What follows belongs to an exercise in optimizing a design on an open flow for small area; a production flow would make more cautious choices.
The RTL was checked by simulation tests, not by an equivalence proof against the original design.
The clock port is modelled as an ideal driver, which makes a skipped or thinned clock tree look cheaper than it is; a real chip needs a root buffer or a tree.
Power figures rest on the tool's default switching activity, not on a simulated workload.

## KF76489
module KF76489 (
    input   logic           clock,
    input   logic           clock_enable,
    input   logic           reset,
    input   logic           CE_N,
    input   logic           WE_N,
    input   logic   [7:0]   D_IN,
    output  logic           READY,
    output  logic   [7:0]   AOUT
);
Size in the first run: ~560 cells after synthesis, ~140 flip-flops, about 22 I/O pins, roughly 6000 um^2 of cells after synthesis.
export LEC_CHECK = 0
export CAP_MARGIN = 20
export CORE_MARGIN = 2
export CORE_UTILIZATION = 40
export SLEW_MARGIN = 20
create_clock -name core_clock -period 6.0 [get_ports {clock}]
standard.sh (not shown) runs the stock make flow with config.mk's settings and CLKGATE_MAP_FILE= SYNTH_SCRIPT=/design/flow/synth_recipe.tcl, a recipe that flattens the netlist after the stock synthesis.
==> flow/flow/run.sh <==
#!/bin/bash
# Layout flow: the standard flow (standard.sh) with these changes.
#  - Synthesis is the standard flow's (synth_recipe.tcl and ORFS's synth.tcl), except that
#    ABC maps the logic with flow/area.abc (area-oriented mapping, &nf -a)
#    instead of ORFS's abc_speed.script; registers are unchanged.
#  - Synthesis also leaves out the half-adder cells: Yosys's extract_fa pass
#    otherwise turns every 2-input AND that shares inputs with an XOR into a
#    half adder, which ABC cannot map into smaller gates.
#  - Ports are buffered with buf_1 instead of the clkdlybuf4s50_1 that
#    buffer_ports picks by itself (same function, 3.8 um2 instead of 10 um2).
#  - The clock tree is built by flow/manual_cts.tcl (run as PRE_CTS_TCL) in
#    place of TritonCTS: 9 clkbuf_8 leaf buffers, each driving a balanced
#    k-means cluster of flip-flops, fed by 3 clkbuf_4 root buffers on the clock port.
#    Every flip-flop is two buffers from the port. TritonCTS's H-tree for this
#    design uses 17 clkbuf_8 buffers.
# Each tool's full output goes to a log file in this folder (flow_make.log,
# and ORFS's own logs under orfs/logs).
set -euo pipefail
WORK=$(pwd)

sed "/source \$::env(SCRIPTS_DIR)\/synth_preamble.tcl/a set abc_args [lreplace \$abc_args 1 1 $WORK/flow/area.abc]" \
    "$FLOW_HOME/scripts/synth.tcl" > "$WORK/synth_area.tcl"
sed "s|source \$::env(SCRIPTS_DIR)/synth.tcl|source $WORK/synth_area.tcl|" synth_recipe.tcl > "$WORK/synth_bench_area.tcl"
grep -q "flow/area.abc" "$WORK/synth_area.tcl"
grep -q "synth_area.tcl" "$WORK/synth_bench_area.tcl"

DONT_USE="sky130_fd_sc_hd__probe_p_8 sky130_fd_sc_hd__probec_p_8 sky130_fd_sc_hd__lpflow_bleeder_1 sky130_fd_sc_hd__lpflow_clkbufkapwr_1 sky130_fd_sc_hd__lpflow_clkbufkapwr_16 sky130_fd_sc_hd__lpflow_clkbufkapwr_2 sky130_fd_sc_hd__lpflow_clkbufkapwr_4 sky130_fd_sc_hd__lpflow_clkbufkapwr_8 sky130_fd_sc_hd__lpflow_clkinvkapwr_1 sky130_fd_sc_hd__lpflow_clkinvkapwr_16 sky130_fd_sc_hd__lpflow_clkinvkapwr_2 sky130_fd_sc_hd__lpflow_clkinvkapwr_4 sky130_fd_sc_hd__lpflow_clkinvkapwr_8 sky130_fd_sc_hd__lpflow_decapkapwr_12 sky130_fd_sc_hd__lpflow_decapkapwr_3 sky130_fd_sc_hd__lpflow_decapkapwr_4 sky130_fd_sc_hd__lpflow_decapkapwr_6 sky130_fd_sc_hd__lpflow_decapkapwr_8 sky130_fd_sc_hd__lpflow_inputiso0n_1 sky130_fd_sc_hd__lpflow_inputiso0p_1 sky130_fd_sc_hd__lpflow_inputiso1n_1 sky130_fd_sc_hd__lpflow_inputiso1p_1 sky130_fd_sc_hd__lpflow_inputisolatch_1 sky130_fd_sc_hd__lpflow_isobufsrc_1 sky130_fd_sc_hd__lpflow_isobufsrc_16 sky130_fd_sc_hd__lpflow_isobufsrc_2 sky130_fd_sc_hd__lpflow_isobufsrc_4 sky130_fd_sc_hd__lpflow_isobufsrc_8 sky130_fd_sc_hd__lpflow_isobufsrckapwr_16 sky130_fd_sc_hd__lpflow_lsbuf_lh_hl_isowell_tap_1 sky130_fd_sc_hd__lpflow_lsbuf_lh_hl_isowell_tap_2 sky130_fd_sc_hd__lpflow_lsbuf_lh_hl_isowell_tap_4 sky130_fd_sc_hd__lpflow_lsbuf_lh_isowell_4 sky130_fd_sc_hd__lpflow_lsbuf_lh_isowell_tap_1 sky130_fd_sc_hd__lpflow_lsbuf_lh_isowell_tap_2 sky130_fd_sc_hd__lpflow_lsbuf_lh_isowell_tap_4 sky130_fd_sc_hd__ha_1 sky130_fd_sc_hd__ha_2 sky130_fd_sc_hd__ha_4"
PORT_BUF="-inputs -outputs -buffer_cell sky130_fd_sc_hd__buf_1"
CTS="-sink_clustering_enable -repair_clock_nets -buf_list sky130_fd_sc_hd__clkbuf_8 -dont_use_dummy_load"

export CLK_LEAVES=9 CLK_ROOTS=3
export CLK_LEAF_BUF=sky130_fd_sc_hd__clkbuf_8 CLK_ROOT_BUF=sky130_fd_sc_hd__clkbuf_4
bash standard.sh "SYNTH_SCRIPT=$WORK/synth_bench_area.tcl" "DONT_USE_CELLS=$DONT_USE" \
    "CTS_ARGS=$CTS" "PRE_CTS_TCL=$WORK/flow/manual_cts.tcl" \
    "BUFFER_PORTS_ARGS=$PORT_BUF" finish > flow_make.log 2>&1
==> flow/flow/manual_cts.tcl <==
# Clock tree built by hand, sourced as PRE_CTS_TCL in place of TritonCTS
# (whose H-tree for this design has 17 buffers plus dummy loads).
# Two levels: the clock port drives CLK_ROOTS root buffers (CLK_ROOT_BUF), each
# root drives some of the CLK_LEAVES leaf buffers (CLK_LEAF_BUF), and each leaf
# drives a group of clock sinks. Groups come from k-means on the placed sink
# positions, with each group held to its fair share of the sinks, and each
# buffer is placed at the centre of what it drives. Every sink is two buffers
# from the port, so the tree is balanced.
set n_leaves $::env(CLK_LEAVES)
set n_roots $::env(CLK_ROOTS)

set block [ord::get_db_block]
set db [ord::get_db]
set clk_net [$block findNet clock]

# k-means on items {obj x y}; returns k groups (lists of items)
proc kmeans { items k } {
  # initial centres: items spread along x then y order
  set sorted [lsort -real -index 1 $items]
  set len [llength $sorted]
  set centres {}
  for { set i 0 } { $i < $k } { incr i } {
    set it [lindex $sorted [expr { ((2 * $i + 1) * $len) / (2 * $k) }]]
    lappend centres [list [lindex $it 1] [lindex $it 2]]
  }
  set groups {}
  for { set iter 0 } { $iter < 50 } { incr iter } {
    # assign items to the nearest centre that still has room, nearest pairs first
    set cap [expr { ($len + $k - 1) / $k }]
    set pairs {}
    set ii 0
    foreach s $items {
      set ci 0
      foreach c $centres {
        lappend pairs [list [expr { abs([lindex $s 1] - [lindex $c 0]) + abs([lindex $s 2] - [lindex $c 1]) }] $ii $ci]
        incr ci
      }
      incr ii
    }
    set new_groups {}
    set counts {}
    foreach c $centres { lappend new_groups {}; lappend counts 0 }
    set done {}
    foreach p [lsort -real -index 0 $pairs] {
      set ii [lindex $p 1]
      set ci [lindex $p 2]
      if { [dict exists $done $ii] } { continue }
      if { [lindex $counts $ci] >= $cap } { continue }
      dict set done $ii 1
      lset counts $ci [expr { [lindex $counts $ci] + 1 }]
      lset new_groups $ci [concat [lindex $new_groups $ci] [list [lindex $items $ii]]]
    }
    set groups {}
    set centres {}
    foreach g $new_groups {
      if { [llength $g] == 0 } { continue }
      lappend groups $g
      set sx 0.0
      set sy 0.0
      foreach s $g {
        set sx [expr { $sx + [lindex $s 1] }]
        set sy [expr { $sy + [lindex $s 2] }]
      }
      lappend centres [list [expr { $sx / [llength $g] }] [expr { $sy / [llength $g] }]]
    }
  }
  return $groups
}

# make a buffer driving the items' iterms, placed at their centre; returns {inst x y}
proc drive_group { name master_name g } {
  set block [ord::get_db_block]
  set master [[ord::get_db] findMaster $master_name]
  set sx 0.0
  set sy 0.0
  foreach s $g {
    set sx [expr { $sx + [lindex $s 1] }]
    set sy [expr { $sy + [lindex $s 2] }]
  }
  set cx [expr { int($sx / [llength $g]) }]
  set cy [expr { int($sy / [llength $g]) }]
  set buf [odb::dbInst_create $block $master $name]
  set net [odb::dbNet_create $block "${name}_net"]
  $net setSigType CLOCK
  $buf setLocation $cx $cy
  $buf setPlacementStatus PLACED
  foreach s $g {
    set it [lindex $s 0]
    $it disconnect
    $it connect $net
  }
  [$buf findITerm X] connect $net
  puts "manual_cts: $name ($master_name) at ($cx, $cy) drives [llength $g]"
  return [list [$buf findITerm A] $cx $cy]
}

set sinks {}
foreach it [$clk_net getITerms] {
  set loc [[$it getInst] getLocation]
  lappend sinks [list $it [lindex $loc 0] [lindex $loc 1]]
}
puts "manual_cts: [llength $sinks] clock sinks"

set leaves {}
set i 0
foreach g [kmeans $sinks $n_leaves] {
  lappend leaves [drive_group "clkbuf_leaf_$i" $::env(CLK_LEAF_BUF) $g]
  incr i
}
set i 0
foreach g [kmeans $leaves $n_roots] {
  set root [drive_group "clkbuf_root_$i" $::env(CLK_ROOT_BUF) $g]
  [lindex $root 0] connect $clk_net
  incr i
}

# TritonCTS is not run; the clock is propagated from here on.
proc clock_tree_synthesis { args } {
  puts "manual_cts: clock_tree_synthesis skipped"
  set_propagated_clock [all_clocks]
}
Other scripts of this flow, unchanged in this note and not shown: flow/flow/area.abc
Change:
--- a/flow/flow/run.sh
+++ b/flow/flow/run.sh
@@ -11,4 +11,4 @@
 #  - The clock tree is built by flow/manual_cts.tcl (run as PRE_CTS_TCL) in
-#    place of TritonCTS: 9 clkbuf_8 leaf buffers, each driving a balanced
-#    k-means cluster of flip-flops, fed by 3 clkbuf_4 root buffers on the clock port.
+#    place of TritonCTS: 10 clkbuf_8 leaf buffers, each driving a k-means
+#    cluster of flip-flops, fed by 3 clkbuf_4 root buffers on the clock port.
 #    Every flip-flop is two buffers from the port. TritonCTS's H-tree for this
@@ -30,3 +30,3 @@
 
-export CLK_LEAVES=9 CLK_ROOTS=3
+export CLK_LEAVES=10 CLK_ROOTS=3
 export CLK_LEAF_BUF=sky130_fd_sc_hd__clkbuf_8 CLK_ROOT_BUF=sky130_fd_sc_hd__clkbuf_4
--- a/flow/flow/manual_cts.tcl
+++ b/flow/flow/manual_cts.tcl
@@ -5,5 +5,4 @@
 # drives a group of clock sinks. Groups come from k-means on the placed sink
-# positions, with each group held to its fair share of the sinks, and each
-# buffer is placed at the centre of what it drives. Every sink is two buffers
-# from the port, so the tree is balanced.
+# positions, and each buffer is placed at the centre of what it drives. Every
+# sink is two buffers from the port, so the tree is balanced.
 set n_leaves $::env(CLK_LEAVES)
@@ -27,26 +26,17 @@
   for { set iter 0 } { $iter < 50 } { incr iter } {
-    # assign items to the nearest centre that still has room, nearest pairs first
-    set cap [expr { ($len + $k - 1) / $k }]
-    set pairs {}
-    set ii 0
+    set new_groups {}
+    foreach c $centres { lappend new_groups {} }
     foreach s $items {
-      set ci 0
+      set best 0
+      set best_d -1
+      set i 0
       foreach c $centres {
-        lappend pairs [list [expr { abs([lindex $s 1] - [lindex $c 0]) + abs([lindex $s 2] - [lindex $c 1]) }] $ii $ci]
-        incr ci
+        set d [expr { abs([lindex $s 1] - [lindex $c 0]) + abs([lindex $s 2] - [lindex $c 1]) }]
+        if { $best_d < 0 || $d < $best_d } {
+          set best $i
+          set best_d $d
+        }
+        incr i
       }
-      incr ii
-    }
-    set new_groups {}
-    set counts {}
-    foreach c $centres { lappend new_groups {}; lappend counts 0 }
-    set done {}
-    foreach p [lsort -real -index 0 $pairs] {
-      set ii [lindex $p 1]
-      set ci [lindex $p 2]
-      if { [dict exists $done $ii] } { continue }
-      if { [lindex $counts $ci] >= $cap } { continue }
-      dict set done $ii 1
-      lset counts $ci [expr { [lindex $counts $ci] + 1 }]
-      lset new_groups $ci [concat [lindex $new_groups $ci] [list [lindex $items $ii]]]
+      lset new_groups $best [concat [lindex $new_groups $best] [list $s]]
     }
Area after synthesis is unchanged.
Clock skew is higher by 100 ps.
Sequential power hardly moves.
Via count barely changes.
Critical path depth stays the same.
Maximum frequency went up slightly.
Core utilization goes up by 0.11 points.
Change:
--- a/flow/flow/run.sh
+++ b/flow/flow/run.sh
@@ -11,4 +11,5 @@
 #  - The clock tree is built by flow/manual_cts.tcl (run as PRE_CTS_TCL) in
-#    place of TritonCTS: 10 clkbuf_8 leaf buffers, each driving a k-means
-#    cluster of flip-flops, fed by 3 clkbuf_4 root buffers on the clock port.
+#    place of TritonCTS: 9 clkbuf_8 leaf buffers, each driving a balanced
+#    k-means cluster of flip-flops, fed by one clkbuf_8 root buffer on the
+#    clock port.
 #    Every flip-flop is two buffers from the port. TritonCTS's H-tree for this
@@ -30,4 +31,4 @@
 
-export CLK_LEAVES=10 CLK_ROOTS=3
-export CLK_LEAF_BUF=sky130_fd_sc_hd__clkbuf_8 CLK_ROOT_BUF=sky130_fd_sc_hd__clkbuf_4
+export CLK_LEAVES=9 CLK_ROOTS=1
+export CLK_LEAF_BUF=sky130_fd_sc_hd__clkbuf_8 CLK_ROOT_BUF=sky130_fd_sc_hd__clkbuf_8
 bash standard.sh "SYNTH_SCRIPT=$WORK/synth_bench_area.tcl" "DONT_USE_CELLS=$DONT_USE" \
--- a/flow/flow/manual_cts.tcl
+++ b/flow/flow/manual_cts.tcl
@@ -5,4 +5,5 @@
 # drives a group of clock sinks. Groups come from k-means on the placed sink
-# positions, and each buffer is placed at the centre of what it drives. Every
-# sink is two buffers from the port, so the tree is balanced.
+# positions, with each group held to its fair share of the sinks, and each
+# buffer is placed at the centre of what it drives. Every sink is two buffers
+# from the port, so the tree is balanced.
 set n_leaves $::env(CLK_LEAVES)
@@ -26,17 +27,26 @@
   for { set iter 0 } { $iter < 50 } { incr iter } {
+    # assign items to the nearest centre that still has room, nearest pairs first
+    set cap [expr { ($len + $k - 1) / $k }]
+    set pairs {}
+    set ii 0
+    foreach s $items {
+      set ci 0
+      foreach c $centres {
+        lappend pairs [list [expr { abs([lindex $s 1] - [lindex $c 0]) + abs([lindex $s 2] - [lindex $c 1]) }] $ii $ci]
+        incr ci
+      }
+      incr ii
+    }
     set new_groups {}
-    foreach c $centres { lappend new_groups {} }
-    foreach s $items {
-      set best 0
-      set best_d -1
-      set i 0
-      foreach c $centres {
-        set d [expr { abs([lindex $s 1] - [lindex $c 0]) + abs([lindex $s 2] - [lindex $c 1]) }]
-        if { $best_d < 0 || $d < $best_d } {
-          set best $i
-          set best_d $d
-        }
-        incr i
-      }
-      lset new_groups $best [concat [lindex $new_groups $best] [list $s]]
+    set counts {}
+    foreach c $centres { lappend new_groups {}; lappend counts 0 }
+    set done {}
+    foreach p [lsort -real -index 0 $pairs] {
+      set ii [lindex $p 1]
+      set ci [lindex $p 2]
+      if { [dict exists $done $ii] } { continue }
+      if { [lindex $counts $ci] >= $cap } { continue }
+      dict set done $ii 1
+      lset counts $ci [expr { [lindex $counts $ci] + 1 }]
+      lset new_groups $ci [concat [lindex $new_groups $ci] [list [lindex $items $ii]]]
     }
The changed run completed with no timing, DRC or antenna violations.
Design area falls by 0.39%.
Total power fell by 0.75%.
Worst setup slack degrades by 46 ps.
Critical path depth is unchanged.
Maximum frequency goes down by 1.1%.
Die area is unchanged.
No run of this note takes its clock network from TritonCTS; it comes from the design's own scripts or RTL.

what the ideal ports hide:
How much do the figures lean on ideal ports? The routed layouts below were timed once more, with nothing changed but the port constraints. Step 1 sets driving cells, clkbuf_16 on the clock port and buf_2 on the other inputs (assumed; they add their load-dependent delay and slew). Step 2 adds t to the input delays and takes it off the output delays; t is the mean of the earliest and latest rising clock arrival at the registers after step 1. Input paths then give back, and output paths get back, about the clock's delay inside the block. Three values: ideal ports, drivers, drivers and shift; two values: the first two.
| run | t, ns | setup WS [ns] | worst hold slack (ns) | worst setup path at the end | worst register clock-pin slew, ns |
|---|---|---|---|---|---|
| the first run | 0.379 | 1.751 / 1.751 / 1.751 | 0.463 / 0.463 / 0.463 | register to register | 0.11 / 0.11 |
| the second run | 0.387 | 1.798 / 1.798 / 1.798 | 0.482 / 0.482 / 0.482 | register to register | 0.10 / 0.10 |
| the third run | 0.425 | 1.752 / 1.752 / 1.752 | 0.483 / 0.483 / 0.483 | register to register | 0.11 / 0.11 |
After both steps every run listed still meets setup and hold.
